From an optimization exercise on the open Yosys and OpenROAD flow, aimed at small area; shortcuts taken in it are not production practice. In this exercise RTL edits were held to simulation tests only and were not proved equivalent to the original. Power figures rest on the tool's default switching activity, not on a simulated workload.

===== flow/design.v =====
`timescale 1ns / 1ps
module channel_avg #(
  parameter NCH            = 16,
  parameter OUTCH_WIDTH    = 16,
  parameter INTERNAL_WIDTH = 32,
  parameter INDATA_WIDTH   = 256,
  parameter OUTDATA_WIDTH  = 256
) (
  input                          RESET,
  input                          CLK,
  input      [7:0]               CONFIG,
  input                          TRIG,
  input      [INDATA_WIDTH-1:0]  INDATA_Q,
  output reg                     OUTVALID,
  output     [OUTDATA_WIDTH-1:0] OUTDATA_Q
);
  localparam AW = 31;
  localparam TB = 19;
  reg trig_prev;
  reg trig_prev1;
  reg trig_prev2;
  wire trig_synced = (trig_prev2 == 1'b0) && (trig_prev1 == 1'b1);
  wire [3:0] avg_n = CONFIG[3:0];
  wire [3:0] sh   = avg_n;
  wire [3:0] sh_n = ~avg_n;
  reg  [15:0] j;
  wire [4:0]  cfg1 = {1'b0, CONFIG[7:4]} + 5'd1;
  wire [4:0]  cfg2 = {1'b0, CONFIG[7:4]} + 5'd2;
  wire [15:0] cfg1_w = {11'd0, cfg1};
  wire        wrap  = trig_synced ? cfg1_w[avg_n] : j[avg_n];
  wire [15:0] j_inc = j + 16'd1;
  wire [15:0] j_nxt = wrap ? 16'd1 : (trig_synced ? {11'd0, cfg2} : j_inc);
  wire trig_synced_nxt = trig_prev & ~trig_prev1;
  wire load_nxt = trig_synced_nxt ? (CONFIG[7:4] == 4'd0)
                                  : (wrap | (~trig_synced & (j == 16'd0)));
  reg  load;
  genvar g, b;
  generate
    for (g = 0; g < NCH; g = g + 1) begin : ch
      wire [15:0]   x = INDATA_Q[16*g +: 16];
      wire          sg = x[15];
      reg  [AW-1:0] acc;
      wire [AW-1:0] a = acc & {AW{~load}};
      wire [AW-1:0] s;
      wire [TB:1]   c;
      ca_fbit0 ub (.a(a[0]), .x(x[0]), .s(s[0]), .co(c[1]));
      for (b = 1; b < TB; b = b + 1) begin : lo
        ca_fbit u (.a(a[b]), .x((b < 16) ? x[b] : sg), .ci(c[b]), .s(s[b]), .co(c[b+1]));
      end
      wire          e = c[TB] ^ sg;
      wire          e_n = ~e;
      wire [AW-1:TB+1] p;
      ca_hfirst uh (.a(a[TB]), .sg(sg), .e(e), .s(s[TB]), .p_out(p[TB+1]));
      for (b = TB + 1; b < AW - 1; b = b + 1) begin : hi
        if ((b - TB) % 2 == 1) begin : odd
          ca_hodd u (.a(a[b]), .sg(sg), .e(e), .p_in(p[b]), .s(s[b]), .p_out(p[b+1]));
        end else begin : even
          ca_heven u (.a(a[b]), .sg(sg), .e_n(e_n), .p_in_n(p[b]), .s(s[b]), .p_out(p[b+1]));
        end
      end
      if ((AW - 1 - TB) % 2 == 1) begin : last_odd
        ca_hlast_odd ul (.a(a[AW-1]), .e(e), .p_in(p[AW-1]), .s(s[AW-1]));
      end else begin : last_even
        ca_hlast_even ul (.a(a[AW-1]), .e_n(e_n), .p_in_n(p[AW-1]), .s(s[AW-1]));
      end
      always @(posedge CLK) acc <= s;
      wire [22:0] u3;
      wire [18:0] u2;
      wire [16:0] u1;
      wire [15:0] u0;
      for (b = 0; b < 23; b = b + 1) begin : m3
        ca_sel u (.sn(sh_n[3]), .hi(acc[b+8]), .s(sh[3]), .lo(acc[b]), .y(u3[b]));
      end
      for (b = 0; b < 19; b = b + 1) begin : m2
        ca_sel u (.sn(sh_n[2]), .hi(u3[b+4]), .s(sh[2]), .lo(u3[b]), .y(u2[b]));
      end
      for (b = 0; b < 17; b = b + 1) begin : m1
        ca_sel u (.sn(sh_n[1]), .hi(u2[b+2]), .s(sh[1]), .lo(u2[b]), .y(u1[b]));
      end
      for (b = 0; b < 16; b = b + 1) begin : m0
        ca_sel u (.sn(sh_n[0]), .hi(u1[b+1]), .s(sh[0]), .lo(u1[b]), .y(u0[b]));
      end
      assign OUTDATA_Q[OUTCH_WIDTH*g +: OUTCH_WIDTH] = u0;
    end
  endgenerate
  always @(posedge CLK or posedge RESET) begin
    if (RESET) begin
      trig_prev  <= 1'b0;
      trig_prev1 <= 1'b0;
      trig_prev2 <= 1'b0;
    end else begin
      trig_prev  <= TRIG;
      trig_prev1 <= trig_prev;
      trig_prev2 <= trig_prev1;
    end
  end
  always @(posedge CLK or posedge RESET) begin
    if (RESET) begin
      OUTVALID <= 1'b0;
      j        <= 16'd0;
      load     <= 1'b0;
    end else begin
      OUTVALID <= wrap;
      j        <= j_nxt;
      load     <= load_nxt;
    end
  end
endmodule
module ca_fbit (input a, input x, input ci, output s, output co);
  assign s  = a ^ x ^ ci;
  assign co = (a & x) | (ci & (a ^ x));
endmodule
module ca_fbit0 (input a, input x, output s, output co);
  assign s  = a ^ x;
  assign co = a & x;
endmodule
module ca_hfirst (input a, input sg, input e, output s, output p_out);
  assign p_out = a ^ sg;
  assign s     = a ^ e;
endmodule
module ca_hodd (input a, input sg, input e, input p_in, output s, output p_out);
  assign p_out = ~(p_in & (a ^ sg));
  assign s     = a ^ (e & p_in);
endmodule
module ca_heven (input a, input sg, input e_n, input p_in_n, output s, output p_out);
  assign p_out = ~(p_in_n | ~(a ^ sg));
  assign s     = a ^ ~(e_n | p_in_n);
endmodule
module ca_hlast_odd (input a, input e, input p_in, output s);
  assign s = a ^ (e & p_in);
endmodule
module ca_hlast_even (input a, input e_n, input p_in_n, output s);
  assign s = a ^ ~(e_n | p_in_n);
endmodule
module ca_sel (input sn, input hi, input s, input lo, output y);
  assign y = ~((sn | hi) & (s | lo));
endmodule

===== flow/flow/run.sh =====
#!/bin/bash
set -e
cp standard.sh standard_sh.copy.log
export BUFFER_PORTS_ARGS="-buffer_cell sky130_fd_sc_hd__buf_1"
bash standard.sh > standard.log 2>&1

===== flow/standard.sh =====
#!/bin/bash
# synth_recipe.tcl (not shown) runs the flow's synth.tcl, then flattens the netlist and writes it again
# the make line also repeats each setting of config.mk as NAME=value (left out here)
make -C /OpenROAD-flow-scripts/flow DESIGN_CONFIG=/design/flow/config.mk WORK_HOME=/design/flow/orfs CLKGATE_MAP_FILE= SYNTH_SCRIPT=/design/flow/synth_recipe.tcl "${@:-finish}"

===== flow/config.mk =====
export PLATFORM = sky130hd
export DESIGN_NAME = channel_avg
export DESIGN_NICKNAME = channel_avg
export VERILOG_FILES = /design/flow/design.v
export SDC_FILE = /design/flow/constraint.sdc
export NUM_CORES = 4
export LEC_CHECK = 0
export CAP_MARGIN = 20
export CORE_MARGIN = 2
export CORE_UTILIZATION = 55
export CTS_BUF_LIST = sky130_fd_sc_hd__clkbuf_4
export CTS_CLUSTER_DIAMETER = 50
export CTS_CLUSTER_SIZE = 8
export PLACE_DENSITY = 0.65
export SLEW_MARGIN = 20
export SYNTH_HIERARCHICAL = 1

===== flow/constraint.sdc =====
create_clock -name core_clock -period 10.0 [get_ports {CLK}]
set_input_delay 2.0000 -clock core_clock [delete_from_list [all_inputs] [get_ports {CLK}]]
set_output_delay 2.0000 -clock core_clock [all_outputs]
set_load 0.01 [all_outputs]

==> metrics.md, run 1 <==
| Metric | Value |
|---|---|
| Status | timing/DRC/antenna clean |
| Final core occ | 63.1% |
| Crit path largest cell delay | 0.45 ns |
| Final setup margin | 0.510 ns |
| CTS H-tree lvls | 3 |
| Root Driver | clkbuf_4 |
| Layout Skew | 0.0593 ns |
| Initial Util | 55.6% |
| Placed Instance Area | 0.0361 sq mm |
| Fin crit period | 9.49 ns |
| First-pass GRT wire length | 160000 um |
| Via density | 6.21 |
| Data arrival, critical path | 10.26 ns |
| Worst Hold Class | register to register |
| First-pass iteration count of the detailed router | 8 |
| Worst EP required | 10.77 ns |
| Initial antenna violation count | 22 |
| Post-CTS Hold Buffers | 0 |
| Most frequent cells in the layout | 1200 x o22ai_1, 516 x buf_1, 498 x nor2b_1, 496 x dfxtp_1, 288 x fa_1 |
| DIE WIDTH | 248 um |
| Detailed-route DRC error count | 0 |
| TritonCTS clock tree | built |
| Post-synthesis sequential area ratio | 31.8% |
| WS Path Type | primary input to register |
| Max_cap viols | 0 |
| Design area | 0.0373 sq mm |
| Layout area overhead | 13.5% |
| IO Count | 524 |
| Core Region | 0.0590 sq mm |
| Overflow after GRT | 0 |
| Most common flop cell mapped by yosys | dfxtp_1 |
| Post-Syn Instances | 3438 |
| Row count | 89 |
| GPL Wtd Cong | 0.915 |
| Setup violations, final | 0 |
| CP Capture Type | register |
| Total CTS buffers | 86 |
| Routed wire length | 102000 um |
| Crit path launch type | primary input |
| Gr usage total | 32.3% |
| Final period util | 94.9% |
| Die Span Y | 248 um |
| Routed length on met3 | 8430 um |
| Post-route antenna net violation count | 0 |
| Worst-path clk slew | 0.09 ns |
| Port bufs | 523 |
| Register bit total from synthesis | 517 |
| FILL cells | 5330 |
| Detailed Route Iter0 Violations | 2698 |
| Synth unique cells | 45 |
| Avg Cell Area, Syn | 9.55 sq um |
| Fmax | 105 MHz |
| # Post-CTS Setup Buffers | 0 |
| Worst-margin pin slew | 1.30 ns |
| Commonest non-fill, non-tap cell in the layout | o22ai_1 |
| Synth Net Count | 4014 |
| Count of final hold-check violations | 0 |
| Layout cells sized above 1 | 5.15% |
| Count of flip-flops with a built-in enable after synthesis | 0 |
| Worst-skew pair later-pin latency | 0.89 ns |
| CP delay by family, top | adder cells |
| Asr flop ratio synth | 4.06% |
| CP Cell Sequence | buf_1 -> ha_1 -> fa_1 -> fa_1 -> fa_1 -> fa_1 -> fa_1 -> fa_1 -> fa_1 -> fa_1 -> fa_1 -> fa_1 -> fa_1 -> fa_1 -> fa_1 -> fa_1 -> fa_1 -> fa_1 -> fa_1 -> fa_1 -> xor2_1 -> inv_1 -> nor2_1 -> xor2_1 |
| Number of max-slew violations in the final report | 0 |
| Max rail drop VDD | 0.177 mV |
| Vias | 30400 |
| Area of the die | 0.0617 sq mm |
| Layout net count | 4629 |
| Max_slew headroom | 13.5% |
| Max Used Layer | met5 |
| Leakage Power | 0.0139 uW |
| Worst Path Buf+Inv | 2 |
| RSZ-0062 raised after global routing | no |
| Pin count of the biggest net entering global routing | 231 |
| HPWL after DPL | 73800 um |
| DP Worst Slack | -0.275 ns |
| Post-CTS resize count | 0 |
| Synth Cell Area | 0.0328 sq mm |
| Vias in the first global route | 29600 |
| Yosys warnings | 7 |
| Clock Sinks | 517 |
| Clk buf depth | 3 |
| M1 WL | 42700 um |
| Power per standard cell area | 261 mW/mm^2 |
| Drt wl/cell | 20.8 um |
| Final setup TNS | 0 ns |
| Crit-path max FO | 5 |
| CP max stage cell | fa_1 |
| Cell mode on critical path | fa_1 |
| WL met2 | 47100 um |
[worst register-to-register path, cell delays in order (launching register included)]
cell     delay, ns
dfrtp_4       0.66
buf_12        0.34
nor2b_1       0.10
ha_1          0.22
fa_1          0.39
fa_1          0.40
fa_1          0.39
fa_1          0.39
fa_1          0.38
fa_1          0.39
fa_1          0.40
fa_1          0.41
fa_1          0.41
fa_1          0.41
fa_1          0.40
fa_1          0.43
fa_1          0.41
fa_1          0.42
fa_1          0.42
fa_1          0.41
fa_1          0.41
fa_1          0.41
xor2_1        0.20
inv_1         0.14
nor2_1        0.15
xor2_1        0.16
[power by group]
| part | total, uW | switching, uW | internal (uW) |
|---|---|---|---|
| combinational | 4570 | 2560 | 2010 |
| sequential | 3650 | 705 | 2950 |
| clock | 1500 | 837 | 663 |
| total | 9720 | 4100 | 5620 |
[per-layer routing]
layer | vias to the layer above | global-route usage [%]
met5 | - | 0
met4 | 12 | 11.4
met3 | 229 | 7.25
met2 | 1302 | 50.7
met1 | 14600 | 43.9
li1 | 14200 | -
[worst paths after layout]
kind                       slack (ns)    startpoint             to  depth (start not counted)
max                              0.51  INDATA_Q[96]  ch[6].acc[27]                         24
min                              0.39     trig_prev     trig_prev1                          0
max reg2reg                      0.70          load  ch[3].acc[21]                         25
min reg2reg                      0.39     trig_prev     trig_prev1                          0
max in group asynchronous        8.04         RESET           load                          2
min in group asynchronous        1.34         RESET     trig_prev2                          2
[logic make-up after synthesis]
family / after synthesis / share of synthesized area [%]
AOI/OAI and AO/OA: 1220 / 23.4
xor gates and xnor gates: 399 / 10.6
adders and majority gates: 309 / 18.4
buffers and inverters: 88 / 1.07
DFF: 517 / 31.8
muxes: 6 / 0.312
and+or+nand+nor: 899 / 14.4
[flip-flops by register name, indices dropped and copies added (netlist names)]
name,cells
trig_prev,1
ch.acc,496
OUTVALID,1
trig_prev1,1
load,1
j,16
trig_prev2,1
[final cells by class]
| cell class | instances | area, sq um | share of cell area (%) |
|---|---|---|---|
| Antenna cell | 17 | 42.5 | 0.114 |
| Inverter | 26 | 124 | 0.332 |
| Sequential cell | 517 | 10500 | 28.1 |
| Clock buffer | 101 | 758 | 2.03 |
| Clock inverter | 34 | 335 | 0.900 |
| Timing Repair Buffer | 589 | 2560 | 6.87 |
| Multi-Input combinational cell | 2833 | 22000 | 59.1 |
| Tap cell | 773 | 967 | 2.60 |
[Yosys cell counts, types with 3 or more instances]
cell type	count	area, sq um
o22ai_1	1200	7510
nor2b_1	498	3120
dfxtp_1	496	9930
fa_1	288	5770
xor2_1	214	1870
nand2_1	190	713
xnor2_1	185	1620
nor2_1	176	661
clkbuf_1	57	214
inv_1	26	97.6
dfrtp_1	21	526
ha_1	21	263
nor3_1	9	45.0
a21oi_1	5	25.0
nand3_1	5	25.0
nand4_1	4	25.0
and3_1	3	18.8
mux4_2	3	67.6
nor4_1	3	18.8
[stage by stage]
step	total power, uW	instances	hold WS, ns
6_report	9720	4890	0.391
5_1_grt	10500	4886	0.404
4_1_cts	9730	4873	0.390
3_5_place_dp	8180	4738	0.372
3_3_place_gp	7980	4737	0.362
2_1_floorplan	6650	3438	0.347
[Yosys stat by module (local to each module, per instance)]
module / flip-flops and latches / cells inside
ca_fbit: 0 / 1
ca_fbit0: 0 / 1
ca_heven: 0 / 4
ca_hfirst: 0 / 2
ca_hlast_odd: 0 / 2
ca_hodd: 0 / 4
ca_sel: 0 / 1
channel_avg: 517 / 1230
==> inputs of run 2 (changes only) <==
--- a/flow/design.v
+++ b/flow/design.v
@@ -15,7 +15,7 @@
   output     [OUTDATA_WIDTH-1:0] OUTDATA_Q
 );
   localparam AW = 31;
-  localparam TB = 19;
+  localparam TB = 16;
   reg trig_prev;
   reg trig_prev1;
   reg trig_prev2;
--- a/flow/config.mk
+++ b/flow/config.mk
@@ -7,10 +7,10 @@
 export LEC_CHECK = 0
 export CAP_MARGIN = 20
 export CORE_MARGIN = 2
-export CORE_UTILIZATION = 55
+export CORE_UTILIZATION = 60
 export CTS_BUF_LIST = sky130_fd_sc_hd__clkbuf_4
 export CTS_CLUSTER_DIAMETER = 50
 export CTS_CLUSTER_SIZE = 8
-export PLACE_DENSITY = 0.65
+export PLACE_DENSITY = 0.75
 export SLEW_MARGIN = 20
 export SYNTH_HIERARCHICAL = 1
==> run 2 against run 1 <==
First-iteration DRC count grew 3.0%. Count of clock-buffer cells in the layout fell by 6. Utilization up 4.9 points. Largest power group unchanged. Sequential cell count is the same. Critical endpoint is now ch[14].acc[22]. Critical path depth shrank 1. Still clean.
==> metrics.md, run 2 <==
| Metric | Value |
|---|---|
| Drt wl/cell | 19.8 um (-4.8%) |
| Gr usage total | 33.6% (+1.3 points) |
| Post-Syn Instances | 3582 (+4.2%) |
| Yosys top cell area share | 30.0% (-0.22 points) |
| Simple-gate portion of the synthesized area | 15.4% (+0.99 points) |
| Post-synth top cells | 1200 x o22ai_1, 498 x nor2b_1, 496 x dfxtp_1 |
| IO Count | 524 (unchanged) |
| Critical path startpoint | load |
| Worst R2R Start | load |
| Post-synthesis sequential area ratio | 31.6% (-0.23 points) |
| Pin count of the biggest net entering global routing | 175 (-24%) |
| Final setup TNS | 0 ns (unchanged) |
| Data arrival, critical path | 9.20 ns (-1.06 ns) |
| Most frequent cells in the layout | 1200 x o22ai_1, 517 x buf_1, 498 x nor2b_1, 496 x dfxtp_1, 278 x xor2_1 |
| Max_cap viols | 0 (unchanged) |
| Area of the die | 0.0570 sq mm (-7.5%) |
| Area of the multi-input gates | 0.0223 sq mm (+1.1%) |
| Detailed Route Iter0 Violations | 2778 (+3.0%) |
| Final period util | 85.1% (-9.8 points) |
| CP Capture Type | register |
| First-pass GRT wire length | 154000 um (-3.8%) |
| Most common flop cell mapped by yosys | dfxtp_1 |
| # Post-CTS Setup Buffers | 0 (unchanged) |
| Synth unique cells | 45 (unchanged) |
| Main combinational cell family by area after synthesis | compound AO/OA/AOI/OAI gates |
| Fraction of the mapped netlist area in adder cells | 15.3% (-3.0 points) |
| Max rail drop VDD | 0.147 mV (-17%) |
| FILL cells | 4631 (-13%) |
| GPL Wtd Cong | 0.945 (+3.3%) |
| Core Region | 0.0548 sq mm (-7.2%) |
| Detailed-route DRC error count | 0 (unchanged) |
| Worst-skew pair later-pin latency | 0.83 ns (-0.06 ns) |
| Worst-path clk slew | 0.10 ns (about the same) |
| Register bit total from synthesis | 517 (unchanged) |
| First-pass iteration count of the detailed router | 5 (-3) |
| DIE WIDTH | 239 um (-3.8%) |
| Routed wire length | 97700 um (-3.8%) |
| Number of max-slew violations in the final report | 0 (unchanged) |
| Crit-path max FO | 63 (+58) |
| Post-synthesis mux area share | 0.310% (-0.0023 points) |
| Area contributors post-synth | dfxtp_1 30%, o22ai_1 23%, fa_1 15% |
| Layout cells sized above 1 | 4.51% (-0.64 points) |
| Vias | 30800 (+1.4%) |
| Root Driver | clkbuf_4 |
| Power per standard cell area | 240 mW/mm^2 (-8.2%) |
| Synth Area in XOR/XNOR | 13.1% (+2.5 points) |
| WS Path Type | register to register |
| Fmax | 118 MHz (+12%) |
| Final setup margin | 1.49 ns (+0.979 ns) |
| Clk buf depth | 3 (unchanged) |
| Overflow after GRT | 0 (unchanged) |
| Post-synth top area cell | dfxtp_1 |
| Worst-margin pin slew | 1.13 ns (-0.166 ns) |
| Worst Hold Class | register to register |
| Commonest non-fill, non-tap cell in the layout | o22ai_1 |
| DP Worst Slack | 0.813 ns (+1.09 ns) |
| Max_slew headroom | 24.6% (+11 points) |
| Fin crit period | 8.51 ns (-0.979 ns) |
| Die Span Y | 239 um (-3.8%) |
| Worst EP required | 10.69 ns (-0.08 ns) |
| Yosys warnings | 7 (unchanged) |
| Post-CTS Hold Buffers | 0 (unchanged) |
| Critical Path End | ch[14].acc[22] |
| TritonCTS clock tree | built |
| CTS H-tree lvls | 3 (unchanged) |
| Row count | 86 (-3.4%) |
| HPWL after DPL | 70100 um (-4.9%) |
| Reg2reg end | ch[14].acc[22] |
| Initial Util | 60.4% (+4.8 points) |
| Clock Sinks | 517 (unchanged) |
| Biggest registers after layout | ch.acc (496), j (16) |
| Crit path launch type | register |
| Setup violations, final | 0 (unchanged) |
| Via density | 6.23 (+0.37%) |
| FF/Latch Area | 0.0105 sq mm (unchanged) |
| Synth Net Count | 4110 (+2.4%) |
| Count of final hold-check violations | 0 (unchanged) |
| Hold path cells | 0 (unchanged) |
| Asr flop ratio synth | 4.06% (unchanged) |
| Status | timing/DRC/antenna clean |
| Synth Cell Area | 0.0331 sq mm (+0.73%) |
| Synth Area in Compound Gates | 23.2% (-0.17 points) |
| RSZ-0062 raised after global routing | no |
| Port bufs | 523 (unchanged) |
| Reg with most FFs | ch.acc |
| R2R depth | 23 (-8.0%) |
| Vias in the first global route | 28600 (-3.5%) |
| Avg Cell Area, Syn | 9.23 sq um (-3.3%) |
| Layout area overhead | 12.6% |
| Layout Skew | 0.0328 ns (-0.0265 ns) |
| R2r setup slk | 1.49 ns (+0.79 ns) |
| Most numerous cell in the Yosys netlist | o22ai_1 |
| Post-CTS resize count | 0 (unchanged) |
| Leakage Power | 0.0140 uW (+0.88%) |
| Post-route antenna net violation count | 0 (unchanged) |
| Total CTS buffers | 80 (-7.0%) |
| Count of flip-flops with a built-in enable after synthesis | 0 (unchanged) |
| Number of flip-flops in the largest register | 496 (unchanged) |
| Layout net count | 4715 (+1.9%) |
| Initial antenna violation count | 26 (+18%) |
==> run 2: cell types whose count changed after synthesis, sizes merged <==
cell / previous run / this run
xor2: 214 / 278
fa: 288 / 240
nand2: 190 / 238
nor2: 176 / 224
xnor2: 185 / 217
==> run 2: area by class of cell <==
cell class,instances,share of cell area (%)
Antenna cell,18,0.121
Clock buffer,95,1.91
Clock inverter,16,0.611
Inverter,26,0.333
Multi-Input combinational cell,2977,59.8
Sequential cell,517,28.1
Tap cell,704,2.36
Timing Repair Buffer,585,6.81
==> run 2: logic make-up (layout without fill, tap and decap cells) <==
group / count (synthesis) / in the layout
AOI/OAI and AO/OA: 1220 / 1220
xor gates and xnor gates: 495 / 495
adders and majority gates: 261 / 261
buffers and inverters: 88 / 722
DFF: 517 / 517
muxes: 6 / 6
other: 0 / 18
and+or+nand+nor: 995 / 995
==> run 2: power by group <==
part / switching, uW / total (uW) / internal [uW]
sequential: 584 / 3420 / 2830
combinational: 2330 / 4120 / 1790
clock: 786 / 1380 / 597
==> run 2: how the worst min path moves through the flow <==
stage / start / endpoint / slack, ns
2_1_floorplan: trig_prev / trig_prev1 / 0.35
3_3_place_gp: trig_prev / trig_prev1 / 0.36
3_5_place_dp: trig_prev / trig_prev1 / 0.37
4_1_cts: trig_prev / trig_prev1 / 0.39
5_1_grt: trig_prev / trig_prev1 / 0.40
6_report: trig_prev / trig_prev1 / 0.39
==> run 2: critical path: stages, from the launching register on <==
cell     delay, ns
dfrtp_4       0.96
buf_12        0.30
nor2b_1       0.08
ha_1          0.21
fa_1          0.39
fa_1          0.40
fa_1          0.41
fa_1          0.43
fa_1          0.40
fa_1          0.39
fa_1          0.39
fa_1          0.39
fa_1          0.38
fa_1          0.41
fa_1          0.40
fa_1          0.42
fa_1          0.39
fa_1          0.39
fa_1          0.39
xor2_1        0.16
buf_4         0.18
inv_1         0.19
nor2_1        0.09
xor2_1        0.15
==> run 2: Yosys stat by module (local to each module, per instance) <==
module         flip-flops and latches  cells inside
ca_fbit0                            0             1
ca_heven                            0             4
ca_sel                              0             1
ca_hlast_even                       0             2
channel_avg                       517          1230
ca_hodd                             0             4
ca_fbit                             0             1
ca_hfirst                           0             2
==> run 2: through the flow <==
step / power (uW) / utilization (%) / std cells / instance area, sq um / hold WS [ns]
3_5_place_dp: 7510 / 66.2 / 4808 / 36200 / 0.370
6_report: 8920 / 68.0 / 4938 / 37200 / 0.385
4_1_cts: 8910 / 67.9 / 4919 / 37200 / 0.391
3_3_place_gp: 7370 / 66.2 / 4808 / 36200 / 0.360
5_1_grt: 9630 / 68.0 / 4929 / 37200 / 0.398
2_1_floorplan: 6170 / - / 3582 / 33100 / 0.347
==> run 2: per-layer routing <==
layer	track usage [%]	wire, um	vias up
li1	-	-	14600
met2	52.9	45100	1380
met5	0	115	-
met4	11.0	3070	18
met3	8.51	8830	243
met1	45.2	40600	14500
==> inputs of run 3 (changes only) <==
--- a/flow/design.v
+++ b/flow/design.v
@@ -15,7 +15,7 @@
   output     [OUTDATA_WIDTH-1:0] OUTDATA_Q
 );
   localparam AW = 31;
-  localparam TB = 16;
+  localparam TB = 19;
   reg trig_prev;
   reg trig_prev1;
   reg trig_prev2;
==> flow/flow/run.sh (replaced) <==
#!/bin/bash
set -e
export BUFFER_PORTS_ARGS="-buffer_cell sky130_fd_sc_hd__buf_1"
export CTS_ARGS="-sink_clustering_enable -repair_clock_nets -sink_clustering_size 10 -sink_clustering_max_diameter 45 -buf_list sky130_fd_sc_hd__clkbuf_4 -dont_use_dummy_load"
bash standard.sh > standard.log 2>&1
--- a/flow/config.mk
+++ b/flow/config.mk
@@ -9,8 +9,8 @@
 export CORE_MARGIN = 2
 export CORE_UTILIZATION = 60
 export CTS_BUF_LIST = sky130_fd_sc_hd__clkbuf_4
-export CTS_CLUSTER_DIAMETER = 50
-export CTS_CLUSTER_SIZE = 8
+export CTS_CLUSTER_DIAMETER = 45
+export CTS_CLUSTER_SIZE = 10
 export PLACE_DENSITY = 0.75
 export SLEW_MARGIN = 20
 export SYNTH_HIERARCHICAL = 1
==> run 3 against run 2 <==
Critical endpoint is now ch[2].acc[27]. Largest power group unchanged. Routed wire length fell by 1.1%. Register-to-register slack worse by 0.76 ns. Utilization down 0.072 points. Clock skew is 0.075 ns higher. Sequential share of layout area grew 0.47 points. Final cell count fell by 3.9%. Count of clock-buffer cells in the layout decreased by 18. Critical path depth increased by 1. Design area decreased by 1.7%. Synthesized cell count down 4.0%.
==> metrics.md, run 3 <==
| Metric | Value |
|---|---|
| Status | timing/DRC/antenna clean |
| Yosys warnings | 7 (unchanged) |
| TritonCTS clock tree | built |
| Post-CTS Hold Buffers | 0 (unchanged) |
| Most frequent cells in the layout | 1200 x o22ai_1, 517 x buf_1, 498 x nor2b_1, 496 x dfxtp_1, 288 x fa_1 |
| Post-route antenna net violation count | 0 (unchanged) |
| FILL cells | 4537 (-2.0%) |
| Overflow after GRT | 0 (unchanged) |
| Pin count of the biggest net entering global routing | 207 (+18%) |
| Power per standard cell area | 252 mW/mm^2 (+5.4%) |
| Placed Instance Area | 0.0360 sq mm (-0.60%) |
| Seq pwr share | 39.2% (+0.9 points) |
| Worst-path clk slew | 0.10 ns (about the same) |
| Die Span Y | 238 um (-0.36%) |
| Internal power | 5300 uW (+1.6%) |
| Area contributors post-synth | dfxtp_1 30%, o22ai_1 23%, fa_1 18% |
| Critical path startpoint | INDATA_Q[32] |
| Gr usage total | 33.5% (-0.036 points) |
| CP max stage cell | fa_1 |
| Setup violations, final | 0 (unchanged) |
| Layout area overhead | 11.6% |
| Critical path depth | 24 (+4.3%) |
| Post-Syn Instances | 3438 (-4.0%) |
| Worst R2R Start | load |
| Post-synth top area cell | dfxtp_1 |
| Routed wire length | 96600 um (-1.1%) |
| Most numerous cell in the Yosys netlist | o22ai_1 |
| Post-CTS resize count | 0 (unchanged) |
| Max_cap viols | 0 (unchanged) |
| Core Region | 0.0539 sq mm (-1.6%) |
| Yosys top cell area share | 30.2% (+0.22 points) |
| # Post-CTS Setup Buffers | 0 (unchanged) |
| Vias | 30200 (-2.0%) |
| Avg Cell Area, Syn | 9.55 sq um (+3.4%) |
| Hold path cells | 0 (unchanged) |
| R2R depth | 25 (+8.7%) |
| Layout net count | 4621 (-2.0%) |
| Clk buf depth | 3 (unchanged) |
| CP Capture Type | register |
| Asr flop ratio synth | 4.06% (unchanged) |
| Detailed-route DRC error count | 0 (unchanged) |
| WS Path Type | primary input to register |
| CP delay by family, top | adder cells |
| Area of the die | 0.0566 sq mm (-0.71%) |
| Layout cells sized above 1 | 4.11% (-0.40 points) |
| Worst-margin pin slew | 1.21 ns (+0.0775 ns) |
| Via density | 6.35 (+1.9%) |
| Synth unique cells | 45 (unchanged) |
| Vias in the first global route | 28000 (-1.9%) |
| Worst EP required | 10.75 ns (+0.06 ns) |
| Data arrival, critical path | 10.21 ns (+1.01 ns) |
| Drt wl/cell | 20.3 um (+2.9%) |
| Leakage Power | 0.0136 uW (-2.9%) |
| Clock Sinks | 517 (unchanged) |
| First-pass GRT wire length | 153000 um (-0.93%) |
| Most common flop cell mapped by yosys | dfxtp_1 |
| Row count | 85 (-1.2%) |
| Worst Path Buf+Inv | 2 (-1) |
| Fmax | 106 MHz (-10%) |
| Synth Net Count | 4014 (-2.3%) |
| GPL Wtd Cong | 0.936 (-0.97%) |
| Commonest non-fill, non-tap cell in the layout | o22ai_1 |
| Sw Ratio | 42.7% (+1.2 points) |
| IO Count | 524 (unchanged) |
| Number of flip-flops in the largest register | 496 (unchanged) |
| DIE WIDTH | 238 um (-0.36%) |
| Fin crit period | 9.46 ns (+0.953 ns) |
| Crit path largest cell delay | 0.43 ns (-0.53 ns) |
| First-pass iteration count of the detailed router | 8 (+3) |
| Layout Skew | 0.108 ns (+0.0749 ns) |
| Final setup TNS | 0 ns (unchanged) |
| Port bufs | 523 (unchanged) |
| Final period util | 94.6% (+9.5 points) |
| Biggest registers after layout | ch.acc (496), j (16) |
| Crit-path max FO | 5 (-92%) |
| Worst Hold Class | register to register |
| Design area | 0.0366 sq mm (-1.7%) |
| Initial Util | 60.9% (+0.51 points) |
| Register bit total from synthesis | 517 (unchanged) |
| Cell mode on critical path | fa_1 |
| Total CTS buffers | 77 (-3.8%) |
| Sw Pwr | 3950 uW (+6.6%) |
| Crit path launch type | primary input |
| RSZ-0062 raised after global routing | no |
| Max rail drop VDD | 0.150 mV (+2.3%) |
| Root Driver | clkbuf_4 |
| Synth Cell Area | 0.0328 sq mm (-0.73%) |
| Count of final hold-check violations | 0 (unchanged) |
| Number of max-slew violations in the final report | 0 (unchanged) |
| CP Cell Sequence | buf_1 -> ha_1 -> fa_1 -> fa_1 -> fa_1 -> fa_1 -> fa_1 -> fa_1 -> fa_1 -> fa_1 -> fa_1 -> fa_1 -> fa_1 -> fa_1 -> fa_1 -> fa_1 -> fa_1 -> fa_1 -> fa_1 -> fa_1 -> xor2_1 -> inv_1 -> nor2_1 -> xor2_1 |
| Post-synthesis sequential area ratio | 31.8% (+0.23 points) |
| Post-synth top cells | 1200 x o22ai_1, 498 x nor2b_1, 496 x dfxtp_1 |
| Count of flip-flops with a built-in enable after synthesis | 0 (unchanged) |
| Final hold slack | 0.347 ns (-0.0384 ns) |
| Logic pwr share | 49.1% (+2.9 points) |
| Initial antenna violation count | 17 (-35%) |
| Detailed Route Iter0 Violations | 3215 (+16%) |
| CTS H-tree lvls | 3 (unchanged) |
| Clock Power Share | 11.7% (-3.8 points) |
| Max_slew headroom | 19.4% (-5.2 points) |
| Worst-skew pair later-pin latency | 0.86 ns (+0.03 ns) |
| HPWL after DPL | 69100 um (-1.4%) |
| Reg with most FFs | ch.acc |
| Hold path start | trig_prev1 |
## run 3: metal layers
layer / routed length (um) / part of all wire, % / GRT usage [%]
met1: 40500 / 42 / 46.5
met2: 43700 / 45 / 52.7
met3: 9190 / 9.5 / 7.53
met4: 3070 / 3.2 / 10.1
met5: 144 / 0.15 / 0
## run 3: layout make-up
class / instances / area [sq um] / area share, %
multi-input cells: 2833 / 22000 / 60.1
flip-flops and latches: 517 / 10500 / 28.6
repair buffers: 590 / 2560 / 6.98
well taps: 696 / 871 / 2.38
clock buffers: 77 / 578 / 1.58
inverters: 26 / 124 / 0.338
diodes: 8 / 20.0 / 0.0546
## run 3: power by group through the flow
stage / registers (uW) / logic (uW) / clock network [uW]
after global placement: 3640 / 4310 / 0
after global routing: 3700 / 5110 / 1180
final: 3620 / 4540 / 1080
after floorplan: 3330 / 3320 / 0
after detailed placement: 3630 / 4470 / 0
after CTS: 3600 / 4500 / 1110
## run 3: per-module statistics from Yosys (local to each module, per instance)
| module | cell area [sq um] | cells inside |
|---|---|---|
| ca_fbit0 | 12.5 | 1 |
| ca_sel | 6.26 | 1 |
| channel_avg | 14900 | 1230 |
| ca_hodd | 25.0 | 4 |
| ca_heven | 25.0 | 4 |
| ca_fbit | 20.0 | 1 |
| ca_hlast_odd | 12.5 | 2 |
| ca_hfirst | 17.5 | 2 |
## run 3: per-stage QoR
| stage | setup slack (ns) | power [uW] | cells | util [%] |
|---|---|---|---|---|
| after global placement | -0.0705 | 7950 | 4662 | 66.8 |
| after CTS | 0.688 | 9210 | 4739 | 67.9 |
| final | 0.537 | 9250 | 4747 | 67.9 |
| after floorplan | 0.113 | 6650 | 3438 | - |
| after global routing | 0.279 | 10000 | 4747 | 67.9 |
| after detailed placement | -0.182 | 8100 | 4662 | 66.8 |
## run 3: path summary, 6_finish.rpt
check,to,slack [ns]
worst max-delay path,ch[2].acc[27],0.54
worst min-delay path,trig_prev2,0.35
worst max register to register,ch[8].acc[21],0.73
worst min register to register,trig_prev2,0.35
max in group asynchronous,load,7.99
min in group asynchronous,trig_prev2,1.31
## run 3: cell families (layout without fill, tap and decap cells)
family | Yosys count | count (layout) | synth area share, %
and+or+nand+nor | 899 | 899 | 14.4
adders and majority gates | 309 | 309 | 18.4
muxes | 6 | 6 | 0.312
xor gates and xnor gates | 399 | 399 | 10.6
buffers and inverters | 88 | 693 | 1.07
DFF | 517 | 517 | 31.8
other | 0 | 8 | 0
AOI/OAI and AO/OA | 1220 | 1220 | 23.4
==> inputs of run 4 (changes only) <==
==> flow/flow/run.sh (replaced) <==
#!/bin/bash
set -e
export BUFFER_PORTS_ARGS="-buffer_cell sky130_fd_sc_hd__buf_1"
export CTS_ARGS="-sink_clustering_enable -repair_clock_nets -sink_clustering_size 8 -sink_clustering_max_diameter 50 -buf_list sky130_fd_sc_hd__clkbuf_4 -dont_use_dummy_load"
bash standard.sh > standard.log 2>&1
--- a/flow/config.mk
+++ b/flow/config.mk
@@ -7,10 +7,10 @@
 export LEC_CHECK = 0
 export CAP_MARGIN = 20
 export CORE_MARGIN = 2
-export CORE_UTILIZATION = 60
+export CORE_UTILIZATION = 65
 export CTS_BUF_LIST = sky130_fd_sc_hd__clkbuf_4
-export CTS_CLUSTER_DIAMETER = 45
-export CTS_CLUSTER_SIZE = 10
-export PLACE_DENSITY = 0.75
+export CTS_CLUSTER_DIAMETER = 50
+export CTS_CLUSTER_SIZE = 8
+export PLACE_DENSITY = 0.8
 export SLEW_MARGIN = 20
 export SYNTH_HIERARCHICAL = 1
==> run 4 against run 3 <==
Routed wire length is 1.1% lower. Critical path depth stayed put. Final cell count is 0.36% lower. Die area is 7.6% lower. Area after synthesis stayed put. Utilization is 5.4 points higher. Worst setup slack better by 0.012 ns. Hold slack better by 0.042 ns. Fmax is 0.13% higher. Critical path type unchanged. Critical endpoint is now ch[9].acc[29]. Largest power group unchanged.
==> metrics.md, run 4 <==
| Metric | Value |
|---|---|
| Commonest non-fill, non-tap cell in the layout | o22ai_1 |
| Clock Power Share | 11.9% (+0.2 points) |
| GPL Wtd Cong | 0.942 (+0.64%) |
| Avg Cell Area, Syn | 9.55 sq um (unchanged) |
| Internal power | 5310 uW (+0.13%) |
| Fmax | 106 MHz (+0.13%) |
| Area contributors post-synth | dfxtp_1 30%, o22ai_1 23%, fa_1 18% |
| Yosys warnings | 7 (unchanged) |
| Inst Count DP | 4638 (-0.51%) |
| Yosys top cell area share | 30.2% (unchanged) |
| Post-synth top area cell | dfxtp_1 |
| Post-synth top cells | 1200 x o22ai_1, 498 x nor2b_1, 496 x dfxtp_1 |
| Total CTS buffers | 79 (+2.6%) |
| Final core occ | 73.3% (+5.4 points) |
| Via density | 6.45 (+1.5%) |
| Max_slew headroom | 23.3% (+3.8 points) |
| Setup violations, final | 0 (unchanged) |
| CP Cell Sequence | buf_1 -> ha_1 -> fa_1 -> fa_1 -> fa_1 -> fa_1 -> fa_1 -> fa_1 -> fa_1 -> fa_1 -> fa_1 -> fa_1 -> fa_1 -> fa_1 -> fa_1 -> fa_1 -> fa_1 -> fa_1 -> fa_1 -> fa_1 -> xor2_1 -> inv_1 -> nor2_1 -> xor2_1 |
| Sw Pwr | 3970 uW (+0.57%) |
| Synth unique cells | 45 (unchanged) |
| R2r setup slk | 0.77 ns (+0.04 ns) |
| Initial Util | 65.7% (+4.8 points) |
| Crit-path max FO | 5 (unchanged) |
| Gr usage total | 36.1% (+2.6 points) |
| Worst Path Buf+Inv | 2 (unchanged) |
| Placed Instance Area | 0.0360 sq mm (-0.12%) |
| CTS H-tree lvls | 3 (unchanged) |
| First-pass iteration count of the detailed router | 6 (-2) |
| CP delay by family, top | adder cells |
| Worst-skew pair later-pin latency | 0.88 ns (+0.02 ns) |
| CP max stage cell | fa_1 |
| Fin crit period | 9.45 ns (-0.0119 ns) |
| Hold path cells | 0 (unchanged) |
| Routed wire length | 95500 um (-1.1%) |
| Clk buf depth | 3 (unchanged) |
| First-pass GRT wire length | 153000 um (+0.47%) |
| Sw Ratio | 42.8% (+0.11 points) |
| Status | timing/DRC/antenna clean |
| Vias in the first global route | 28700 (+2.3%) |
| Max_cap viols | 0 (unchanged) |
| Row count | 82 (-3.5%) |
| WS Path Type | primary input to register |
| Register bit total from synthesis | 517 (unchanged) |
| Crit path largest cell delay | 0.45 ns (+0.02 ns) |
| Finished Layout Cells | 4730 (-0.36%) |
| Post-route antenna net violation count | 0 (unchanged) |
| Count of final hold-check violations | 0 (unchanged) |
| Initial antenna violation count | 10 (-7) |
| Data arrival, critical path | 10.20 ns (about the same) |
| Root Driver | clkbuf_4 |
| Crit path launch type | primary input |
| Most frequent cells in the layout | 1200 x o22ai_1, 515 x buf_1, 498 x nor2b_1, 496 x dfxtp_1, 288 x fa_1 |
| Layout area overhead | 11.6% (about the same) |
| Worst Hold Class | register to register |
| Final hold slack | 0.389 ns (+0.0425 ns) |
| Post-CTS Hold Buffers | 0 (unchanged) |
| Port bufs | 523 (unchanged) |
| # Post-CTS Setup Buffers | 0 (unchanged) |
| Area of the die | 0.0523 sq mm (-7.6%) |
| Asr flop ratio synth | 4.06% (unchanged) |
| Overflow after GRT | 0 (unchanged) |
| Post-CTS resize count | 0 (unchanged) |
| Design area | 0.0366 sq mm (about the same) |
| Core Region | 0.0500 sq mm (-7.3%) |
| Worst R2R Start | load |
| Hold path start | trig_prev |
| Most numerous cell in the Yosys netlist | o22ai_1 |
| R2R depth | 25 (unchanged) |
| Detailed-route DRC error count | 0 (unchanged) |
| Seq pwr share | 39.3% (about the same) |
| Clock Sinks | 517 (unchanged) |
| Synth Cell Area | 0.0328 sq mm (unchanged) |
| Worst hold endpoint | trig_prev1 |
| Most common flop cell mapped by yosys | dfxtp_1 |
| Vias | 30500 (+1.1%) |
| Synth Net Count | 4014 (unchanged) |
| Max rail drop VDD | 0.179 mV (+19%) |
| Power per standard cell area | 253 mW/mm^2 (+0.27%) |
| Leakage Power | 0.0136 uW (+0.17%) |
| Reg2reg end | ch[9].acc[29] |
| HPWL after DPL | 67900 um (-1.7%) |
| Pin count of the biggest net entering global routing | 193 (-6.8%) |
| Logic pwr share | 48.8% (-0.3 points) |
| Worst-margin pin slew | 1.15 ns (-0.0577 ns) |
| Layout Skew | 0.0959 ns (-0.0118 ns) |
| Number of flip-flops in the largest register | 496 (unchanged) |
| Post-Syn Instances | 3438 (unchanged) |
| Layout cells sized above 1 | 4.23% (+0.12 points) |
| Reg with most FFs | ch.acc |
| Cell mode on critical path | fa_1 |
| Post-synthesis sequential area ratio | 31.8% (unchanged) |
| DIE WIDTH | 229 um (-3.9%) |
| CP Capture Type | register |
| Number of max-slew violations in the final report | 0 (unchanged) |
| Final period util | 94.5% (-0.12 points) |
| Biggest registers after layout | ch.acc (496), j (16) |
| Die Span Y | 229 um (-3.9%) |
| Count of flip-flops with a built-in enable after synthesis | 0 (unchanged) |
| Worst EP required | 10.75 ns (about the same) |
| Layout net count | 4624 (+0.065%) |
| RSZ-0062 raised after global routing | no |
| TritonCTS clock tree | built |
| Detailed Route Iter0 Violations | 4039 (+26%) |
| Worst-path clk slew | 0.09 ns (about the same) |
| FILL cells | 3909 (-14%) |
| IO Count | 524 (unchanged) |
| Drt wl/cell | 20.2 um (-0.74%) |
run 4: cell count changes in the layout (fill, tap and decap cells not counted), sizes merged:
cell	before	now
clkbuf	83	87
diode	8	12
buf	584	583
run 4: worst max-delay path by stage:
stage | startpoint | endpoint | cells after the start
after floorplan | INDATA_Q[0] | ch[0].acc[21] | 23
after global placement | INDATA_Q[144] | ch[9].acc[25] | 24
after detailed placement | INDATA_Q[144] | ch[9].acc[27] | 24
after CTS | INDATA_Q[240] | ch[15].acc[23] | 24
after global routing | INDATA_Q[192] | ch[12].acc[27] | 24
final | INDATA_Q[144] | ch[9].acc[29] | 24
run 4: final cells by class:
type	instances	area (sq um)	share of cell area [%]
diodes	12	30.0	0.0819
clock buffers	79	593	1.62
inverters	26	124	0.338
multi-input cells	2833	22000	60.1
flip-flops and latches	517	10500	28.5
well taps	672	841	2.29
repair buffers	591	2580	7.04
run 4: worst reg2reg max path, delay by kind of cell, from the launching register on:
family                   cells  cell delay [ns]
flip-flops                   1             0.57
adder cells (fa/ha/maj)     19             7.46
AND/OR/NAND/NOR              2             0.26
XOR/XNOR                     2             0.37
buffers and inverters        2             0.45
run 4: cell families (layout without fill, tap and decap cells):
family          after synthesis  in the layout  share of synthesized area (%)
simple gates                899            899                           14.4
xor+xnor                    399            399                           10.6
buf+inv                      88            696                           1.07
compound gates             1220           1220                           23.4
mux                           6              6                          0.312
fa+ha+maj                   309            309                           18.4
other cells                   0             12                              0
flops                       517            517                           31.8
run 4: per-stage QoR:
step / setup WS, ns / total power [uW] / setup TNS, ns
final: 0.549 / 9280 / 0
after global routing: 0.339 / 10000 / 0
after detailed placement: -0.258 / 8090 / -15.52
after floorplan: 0.113 / 6650 / 0
after global placement: -0.0500 / 7910 / -0.779
after CTS: 0.648 / 9210 / 0
run 4: routing by layer:
metal	part of all wire [%]	GRT usage, %	vias to the layer above
li1	-	-	14100
met1	41	51.0	14200
met2	45	56.0	1806
met3	10	7.22	299
met4	3.5	11.8	4
met5	0.030	0	-
run 4: per-module statistics from Yosys (local to each module, per instance):
module,flops+latches,cells inside
channel_avg,517,1230
ca_heven,0,4
ca_hodd,0,4
ca_fbit,0,1
ca_hfirst,0,2
ca_fbit0,0,1
ca_hlast_odd,0,2
ca_sel,0,1
run 4: power by group through the flow:
stage / Sequential (uW) / Clock [uW] / Combinational, uW
6_report: 3650 / 1110 / 4520
5_1_grt: 3730 / 1190 / 5100
4_1_cts: 3610 / 1120 / 4480
3_5_place_dp: 3640 / 0 / 4450
3_3_place_gp: 3650 / 0 / 4260
2_1_floorplan: 3330 / 0 / 3320
==> inputs of run 5 (changes only) <==
--- a/flow/config.mk
+++ b/flow/config.mk
@@ -7,10 +7,10 @@
 export LEC_CHECK = 0
 export CAP_MARGIN = 20
 export CORE_MARGIN = 2
-export CORE_UTILIZATION = 65
+export CORE_UTILIZATION = 50
 export CTS_BUF_LIST = sky130_fd_sc_hd__clkbuf_4
 export CTS_CLUSTER_DIAMETER = 50
 export CTS_CLUSTER_SIZE = 8
-export PLACE_DENSITY = 0.8
+export PLACE_DENSITY = 0.7
 export SLEW_MARGIN = 20
 export SYNTH_HIERARCHICAL = 1
==> run 5 against run 4 <==
Sequential share of layout area is 0.22 points lower. Clock skew is 0.014 ns higher. Non-clock buffer count is 6 higher. First-iteration DRC count is 26% lower. Highest routed layer unchanged. Largest cell class unchanged.
==> metrics.md, run 5 <==
| Metric | Value |
|---|---|
| Status | timing/DRC/antenna clean |
| Max_slew headroom | 25.6% (+2.4 points) |
| Row count | 93 (+13%) |
| TritonCTS clock tree | built |
| Layout cells sized above 1 | 4.41% (+0.19 points) |
| Layout net count | 4634 (+0.22%) |
| Overflow after GRT | 0 (unchanged) |
| Design Power | 9310 uW (+0.32%) |
| CP Capture Type | register |
| Most common flop cell mapped by yosys | dfxtp_1 |
| R2R depth | 25 (unchanged) |
| First-pass iteration count of the detailed router | 6 (unchanged) |
| FILL cells | 5931 (+52%) |
| Most frequent cells in the layout | 1200 x o22ai_1, 517 x buf_1, 498 x nor2b_1, 496 x dfxtp_1, 288 x fa_1 |
| WL met2 | 45800 um (+6.4%) |
| IO Count | 524 (unchanged) |
| Core Region | 0.0647 sq mm (+29%) |
| Avg Cell Area, Syn | 9.55 sq um (unchanged) |
| Max_cap viols | 0 (unchanged) |
| Drt wl/cell | 20.1 um (-0.34%) |
| Post-CTS Hold Buffers | 0 (unchanged) |
| WS Path Type | primary input to register |
| Post-CTS resize count | 0 (unchanged) |
| CP Cell Sequence | buf_1 -> ha_1 -> fa_1 -> fa_1 -> fa_1 -> fa_1 -> fa_1 -> fa_1 -> fa_1 -> fa_1 -> fa_1 -> fa_1 -> fa_1 -> fa_1 -> fa_1 -> fa_1 -> fa_1 -> fa_1 -> fa_1 -> fa_1 -> xor2_1 -> inv_1 -> nor2_1 -> xor2_1 |
| CTS H-tree lvls | 3 (unchanged) |
| Total CTS buffers | 83 (+5.1%) |
| # Post-CTS Setup Buffers | 0 (unchanged) |
| Register bit total from synthesis | 517 (unchanged) |
| Asr flop ratio synth | 4.06% (unchanged) |
| Worst-margin pin slew | 1.12 ns (-0.0355 ns) |
| Worst EP required | 10.72 ns (-0.03 ns) |
| Root Driver | clkbuf_4 |
| Worst-path clk slew | 0.10 ns (about the same) |
| DIE WIDTH | 260 um (+14%) |
| RSZ-0062 raised after global routing | no |
| Routed length on met3 | 7520 um (-22%) |
| Reg2reg end | ch[5].acc[25] |
| Synth Area in XOR/XNOR | 10.6% (unchanged) |
| Routed wire length | 99100 um (+3.7%) |
| Post-synth top cells | 1200 x o22ai_1, 498 x nor2b_1, 496 x dfxtp_1 |
| Critical path startpoint | INDATA_Q[176] |
| Fin crit period | 9.44 ns (-0.00972 ns) |
| Port bufs | 523 (unchanged) |
| Synth unique cells | 45 (unchanged) |
| M1 WL | 41900 um (+6.0%) |
| Power per standard cell area | 252 mW/mm^2 (-0.46%) |
| Post-synth top area cell | dfxtp_1 |
| First-pass GRT wire length | 156000 um (+1.8%) |
| Data arrival, critical path | 10.16 ns (-0.04 ns) |
| Worst Path Buf+Inv | 2 (unchanged) |
| Max rail drop VDD | 0.134 mV (-25%) |
| Leakage Power | 0.0137 uW (+0.28%) |
| Crit path largest cell delay | 0.42 ns (-0.03 ns) |
| Area contributors post-synth | dfxtp_1 30%, o22ai_1 23%, fa_1 18% |
| DP Worst Slack | -0.227 ns (+0.0305 ns) |
| HPWL after DPL | 71500 um (+5.3%) |
| Worst R2R Start | load |
| Reg with most FFs | ch.acc |
| Post-synthesis mux area share | 0.313% (unchanged) |
| Gr usage total | 28.7% (-7.4 points) |
| Pin count of the biggest net entering global routing | 190 (-1.6%) |
| Main combinational cell family by area after synthesis | compound AO/OA/AOI/OAI gates |
| Count of flip-flops with a built-in enable after synthesis | 0 (unchanged) |
| Setup violations, final | 0 (unchanged) |
| Worst-skew pair later-pin latency | 0.88 ns (about the same) |
| Synth Area in Compound Gates | 23.4% (unchanged) |
| R2r setup slk | 0.70 ns (-0.07 ns) |
| Synth Cell Area | 0.0328 sq mm (unchanged) |
| Synth Net Count | 4014 (unchanged) |
| Count of final hold-check violations | 0 (unchanged) |
| Post-Syn Instances | 3438 (unchanged) |
| Final core occ | 57.1% (-16 points) |
| Crit path launch type | primary input |
| Cell mode on critical path | fa_1 |
| Post-route antenna net violation count | 0 (unchanged) |
| Yosys warnings | 7 (unchanged) |
| Initial Util | 50.7% (-15 points) |
| Clk buf depth | 3 (unchanged) |
| Fmax | 106 MHz (+0.10%) |
| Initial antenna violation count | 18 (+8) |
| Final hold slack | 0.385 ns (-0.00424 ns) |
| Placed Instance Area | 0.0363 sq mm (+0.82%) |
| Commonest non-fill, non-tap cell in the layout | o22ai_1 |
| Detailed Route Iter0 Violations | 3004 (-26%) |
| Via density | 6.11 (-5.2%) |
| Clock Sinks | 517 (unchanged) |
| Design area | 0.0369 sq mm (+0.79%) |
| Simple-gate portion of the synthesized area | 14.4% (unchanged) |
| Layout area overhead | 12.5% |
| Most numerous cell in the Yosys netlist | o22ai_1 |
| Layout Skew | 0.110 ns (+0.0139 ns) |
| Post-synthesis sequential area ratio | 31.8% (unchanged) |
| Worst Hold Class | register to register |
| Fraction of the mapped netlist area in adder cells | 18.4% (unchanged) |
| Biggest registers after layout | ch.acc (496), j (16) |
| CP max stage cell | fa_1 |
| Number of flip-flops in the largest register | 496 (unchanged) |
| Number of max-slew violations in the final report | 0 (unchanged) |
| Crit-path max FO | 5 (unchanged) |
| Vias in the first global route | 28500 (-0.58%) |
| CP delay by family, top | adder cells |
| GPL Wtd Cong | 0.942 (about the same) |
| Max Used Layer | met5 |
| Vias | 30100 (-1.4%) |
| Yosys top cell area share | 30.2% (unchanged) |
| Final period util | 94.4% (-0.097 points) |
| Critical path depth | 24 (unchanged) |
| Detailed-route DRC error count | 0 (unchanged) |
| Final setup margin | 0.558 ns (+0.00972 ns) |
| Die Span Y | 260 um (+14%) |
| Area of the die | 0.0677 sq mm (+29%) |
| Critical Path End | ch[11].acc[29] |
-- run 5: worst min path at each step --
stage / from / to / slack [ns] / depth (start not counted)
after floorplan: trig_prev / trig_prev1 / 0.35 / 0
after global placement: trig_prev / trig_prev1 / 0.36 / 0
after detailed placement: trig_prev / trig_prev1 / 0.38 / 0
after CTS: trig_prev / trig_prev1 / 0.39 / 0
after global routing: trig_prev / trig_prev1 / 0.41 / 0
final: trig_prev / trig_prev1 / 0.38 / 0
-- run 5: cells by family after synthesis --
| group | Yosys count |
|---|---|
| mux | 6 |
| simple gates | 899 |
| xor+xnor | 399 |
| fa+ha+maj | 309 |
| flops | 517 |
| buf+inv | 88 |
| compound gates | 1220 |
-- run 5: worst reg2reg max path, delay by kind of cell (launching register included) --
kind                     cells  cell delay (ns)
adder cells (fa/ha/maj)     19             7.41
flip-flops                   1             0.67
buffers and inverters        2             0.45
XOR/XNOR                     2             0.34
AND/OR/NAND/NOR              2             0.28
-- run 5: layout make-up --
class	count	area, sq um	share of cell area, %
multi-input combinational	2833	22000	59.6
antenna	11	27.5	0.0745
clock buffer	83	623	1.69
timing repair buffer	597	2610	7.07
sequential	517	10500	28.3
inverter	26	124	0.335
tap	855	1070	2.90
-- run 5: metrics by stage --
step                      instances  TNS [ns]
final                          4922         0
after global routing           4922         0
after CTS                      4911         0
after detailed placement       4828    -18.94
after global placement         4828     -5.01
after floorplan                3438         0
-- run 5: modules after synthesis (local to each module, per instance) --
module / times used / flip-flops and latches / area [sq um] / cells inside
channel_avg: 1 / 517 / 14900 / 1230
ca_hfirst: 16 / 0 / 17.5 / 2
ca_fbit0: 16 / 0 / 12.5 / 1
ca_fbit: 288 / 0 / 20.0 / 1
ca_hodd: 80 / 0 / 25.0 / 4
ca_sel: 1200 / 0 / 6.26 / 1
ca_hlast_odd: 16 / 0 / 12.5 / 2
ca_heven: 80 / 0 / 25.0 / 4
-- run 5: layer usage --
metal	up-vias	GRT usage, %
met3	268	6.01
met4	18	10.4
li1	14200	-
met1	14300	38.8
met2	1339	45.6
met5	-	0
-- run 5: power breakdown --
| group | switching [uW] | internal [uW] |
|---|---|---|
| logic | 2540 | 2000 |
| registers | 688 | 2950 |
| clock network | 752 | 380 |
==> inputs of run 6 (changes only) <==
--- a/flow/config.mk
+++ b/flow/config.mk
@@ -7,10 +7,10 @@
 export LEC_CHECK = 0
 export CAP_MARGIN = 20
 export CORE_MARGIN = 2
-export CORE_UTILIZATION = 50
+export CORE_UTILIZATION = 60
 export CTS_BUF_LIST = sky130_fd_sc_hd__clkbuf_4
 export CTS_CLUSTER_DIAMETER = 50
 export CTS_CLUSTER_SIZE = 8
-export PLACE_DENSITY = 0.7
+export PLACE_DENSITY = 0.75
 export SLEW_MARGIN = 20
 export SYNTH_HIERARCHICAL = 1
==> run 6 against run 5 <==
Worst setup slack gained 0.026 ns. Die area shrank 16%. Count of clock-buffer cells in the layout shrank 4. Hold slack lost 0.030 ns. Global-route usage grew 5.0 points. Clock power is essentially flat. Via count grew 0.26%. Synthesized cell count is the same. Register-to-register slack gained 0.04 ns. Sequential cell count is the same. Combinational power is essentially flat. Largest power group unchanged.
==> metrics.md, run 6 <==
| Metric | Value |
|---|---|
| Most frequent cells in the layout | 1200 x o22ai_1, 517 x buf_1, 498 x nor2b_1, 496 x dfxtp_1, 288 x fa_1 |
| Post-CTS resize count | 0 (unchanged) |
| CTS H-tree lvls | 3 (unchanged) |
| Layout area overhead | 11.7% |
| Synth Net Count | 4014 (unchanged) |
| Cell mode on critical path | fa_1 |
| Layout Skew | 0.0801 ns (-0.0296 ns) |
| Gr usage total | 33.7% (+5.0 points) |
| First-pass GRT wire length | 153000 um (-1.9%) |
| RSZ-0062 raised after global routing | no |
| Via density | 6.34 (+3.8%) |
| Asr flop ratio synth | 4.06% (unchanged) |
| Clock Sinks | 517 (unchanged) |
| Count of flip-flops with a built-in enable after synthesis | 0 (unchanged) |
| Worst EP required | 10.74 ns (+0.02 ns) |
| Status | timing/DRC/antenna clean |
| Final core occ | 68.0% (+11 points) |
| HPWL after DPL | 69100 um (-3.3%) |
| Vias in the first global route | 28100 (-1.6%) |
| First-pass iteration count of the detailed router | 8 (+2) |
| Max_slew headroom | 22.8% (-2.9 points) |
| Yosys warnings | 7 (unchanged) |
| Max rail drop VDD | 0.144 mV (+7.4%) |
| # Post-CTS Setup Buffers | 0 (unchanged) |
| Seq pwr share | 39.1% (about the same) |
| Max_cap viols | 0 (unchanged) |
| Logic pwr share | 49.0% (+0.2 points) |
| Clk buf depth | 3 (unchanged) |
| Final period util | 94.2% (-0.26 points) |
| Fmax | 106 MHz (+0.28%) |
| DIE WIDTH | 238 um (-8.6%) |
| CP Capture Type | register |
| Total CTS buffers | 79 (-4.8%) |
| Worst R2R Start | load |
| Yosys top cell area share | 30.2% (unchanged) |
| Number of flip-flops in the largest register | 496 (unchanged) |
| Final setup margin | 0.584 ns (+0.0261 ns) |
| Post-synth top area cell | dfxtp_1 |
| Detailed Route Iter0 Violations | 3162 (+5.3%) |
| Post-synth top cells | 1200 x o22ai_1, 498 x nor2b_1, 496 x dfxtp_1 |
| Design Power | 9260 uW (-0.51%) |
| Worst-path clk slew | 0.09 ns (about the same) |
| Reg with most FFs | ch.acc |
| Layout net count | 4623 (-0.24%) |
| Data arrival, critical path | 10.15 ns (about the same) |
| Register bit total from synthesis | 517 (unchanged) |
| Post-route antenna net violation count | 0 (unchanged) |
| GPL Wtd Cong | 0.936 (-0.69%) |
| Most numerous cell in the Yosys netlist | o22ai_1 |
| Vias | 30100 (+0.26%) |
| Crit path launch type | primary input |
| Number of max-slew violations in the final report | 0 (unchanged) |
| TritonCTS clock tree | built |
| Area contributors post-synth | dfxtp_1 30%, o22ai_1 23%, fa_1 18% |
| Sw Ratio | 42.7% (-0.16 points) |
| Drt wl/cell | 20.3 um (+1.0%) |
| Die Span Y | 238 um (-8.6%) |
| Leakage Power | 0.0136 uW (-0.38%) |
| Synth unique cells | 45 (unchanged) |
| Post-Syn Instances | 3438 (unchanged) |
| Root Driver | clkbuf_4 |
| Port bufs | 523 (unchanged) |
| Fin crit period | 9.42 ns (-0.0261 ns) |
| WS Path Type | primary input to register |
| Worst Hold Class | register to register |
| Pin count of the biggest net entering global routing | 207 (+8.9%) |
| Post-CTS Hold Buffers | 0 (unchanged) |
| Final setup TNS | 0 ns (unchanged) |
| Core Region | 0.0539 sq mm (-17%) |
| Routed wire length | 96600 um (-2.4%) |
| Overflow after GRT | 0 (unchanged) |
| Internal power | 5310 uW (-0.24%) |
| Crit-path max FO | 5 (unchanged) |
| Commonest non-fill, non-tap cell in the layout | o22ai_1 |
| Worst-skew pair later-pin latency | 0.87 ns (about the same) |
| Sw Pwr | 3950 uW (-0.88%) |
| Critical path startpoint | INDATA_Q[176] |
| Power per standard cell area | 253 mW/mm^2 (+0.25%) |
| Biggest registers after layout | ch.acc (496), j (16) |
| Post-synthesis sequential area ratio | 31.8% (unchanged) |
| Row count | 85 (-8.6%) |
| Hold path start | trig_prev1 |
| CP max stage cell | fa_1 |
| IO Count | 524 (unchanged) |
| Setup violations, final | 0 (unchanged) |
| CP Cell Sequence | buf_1 -> ha_1 -> fa_1 -> fa_1 -> fa_1 -> fa_1 -> fa_1 -> fa_1 -> fa_1 -> fa_1 -> fa_1 -> fa_1 -> fa_1 -> fa_1 -> fa_1 -> fa_1 -> fa_1 -> fa_1 -> fa_1 -> fa_1 -> xor2_1 -> inv_1 -> nor2_1 -> xor2_1 |
| Area of the die | 0.0566 sq mm (-16%) |
| Detailed-route DRC error count | 0 (unchanged) |
| Initial antenna violation count | 18 (unchanged) |
| CP delay by family, top | adder cells |
| Avg Cell Area, Syn | 9.55 sq um (unchanged) |
| Layout cells sized above 1 | 4.15% (-0.26 points) |
| Most common flop cell mapped by yosys | dfxtp_1 |
| Synth Cell Area | 0.0328 sq mm (unchanged) |
| Clock Power Share | 11.9% (-0.3 points) |
| Count of final hold-check violations | 0 (unchanged) |
| FILL cells | 4526 (-24%) |
| DP Worst Slack | -0.182 ns (+0.0455 ns) |
| Worst Path Buf+Inv | 2 (unchanged) |
| Initial Util | 60.9% (+10 points) |
| Final hold slack | 0.355 ns (-0.0296 ns) |
| Worst-margin pin slew | 1.16 ns (+0.0432 ns) |
| Crit path largest cell delay | 0.42 ns (about the same) |
==> run 6: cell counts after synthesis <==
No cell type changed its count.
==> run 6: layer usage <==
layer / vias to the layer above / wire length (um) / GRT usage, % / share of wire (%)
li1: 14200 / - / - / -
met1: 14200 / 40500 / 46.6 / 42
met2: 1537 / 43400 / 52.7 / 45
met3: 251 / 9170 / 7.40 / 9.5
met4: 22 / 3470 / 11.0 / 3.6
met5: - / 144 / 0 / 0.15
==> run 6: worst paths after layout <==
kind	end	slack, ns	cells after the start
max reg2reg	ch[11].acc[27]	0.74	25
min	trig_prev2	0.36	0
min reg2reg	trig_prev2	0.36	0
max in group asynchronous	load	8.02	2
min in group asynchronous	j[0]	1.30	2
max	ch[11].acc[27]	0.58	24
==> run 6: kinds of logic after synthesis <==
group,share of synthesized area (%)
buffers and inverters,1.07
AOI/OAI and AO/OA,23.4
xor gates and xnor gates,10.6
and+or+nand+nor,14.4
adders and majority gates,18.4
DFF,31.8
muxes,0.312
==> run 6: power groups by stage <==
| stage | clock network, uW | logic, uW | registers, uW |
|---|---|---|---|
| after floorplan | 0 | 3320 | 3330 |
| after global placement | 0 | 4310 | 3640 |
| after detailed placement | 0 | 4470 | 3630 |
| after CTS | 1120 | 4500 | 3600 |
| after global routing | 1200 | 5110 | 3700 |
| final | 1100 | 4540 | 3620 |
==> run 6: cell type report <==
| class | instances | area, sq um | share of cell area [%] |
|---|---|---|---|
| multi-input cells | 2833 | 22000 | 60.1 |
| flip-flops and latches | 517 | 10500 | 28.5 |
| repair buffers | 590 | 2560 | 6.98 |
| well taps | 696 | 871 | 2.38 |
| clock buffers | 79 | 593 | 1.62 |
| inverters | 26 | 124 | 0.338 |
| diodes | 11 | 27.5 | 0.0751 |
==> run 6: Yosys stat by module, one instance, submodules excluded, a selection <==
module       copies in the design  area (sq um)  flip-flops and latches  cells
ca_heven                       80          25.0                       0      4
ca_hodd                        80          25.0                       0      4
ca_hfirst                      16          17.5                       0      2
ca_fbit0                       16          12.5                       0      1
ca_fbit                       288          20.0                       0      1
ca_sel                       1200          6.26                       0      1
channel_avg                     1         14900                     517   1230
==> run 6: metrics by stage <==
step,area (sq um),cells
after detailed placement,36000,4662
after global routing,36700,4752
after global placement,36000,4662
final,36700,4752
after floorplan,32800,3438
after CTS,36600,4741

==> separate check: timing with driven ports <==
Ports are ideal in the flow. The routed layouts listed here were re-timed in OpenROAD.
Step 1, drivers: a clkbuf_16 drives CLK and a buf_2 each remaining input, both assumed.
Step 2 moves the port delays by t, midway between the first and last clock arrival at a register: inputs arrive t later, outputs are due t later. That takes back most of the time a late clock gives input paths.
Three values: ideal ports, drivers, drivers and shift; two values: the first two.
| run | t, ns | slack for setup (ns) | pins driven straight from the clock port |
|---|---|---|---|
| run 1 | 0.916 | 0.510 / 0.493 / -0.423 | 1 |
| run 2 | 0.883 | 1.490 / 1.490 / 0.789 | 1 |
| run 3 | 0.865 | 0.537 / 0.563 / -0.302 | 1 |
| run 4 | 0.893 | 0.549 / 0.569 / -0.324 | 1 |
| run 5 | 0.883 | 0.558 / 0.590 / -0.293 | 1 |
| run 6 | 0.889 | 0.584 / 0.622 / -0.267 | 1 |
With both steps, setup timing fails in 5 of these runs, where it was met with ideal ports. For run 1, which loses most, drivers alone change the setup slack by -0.017 ns; drivers and shift together by -0.933 ns.
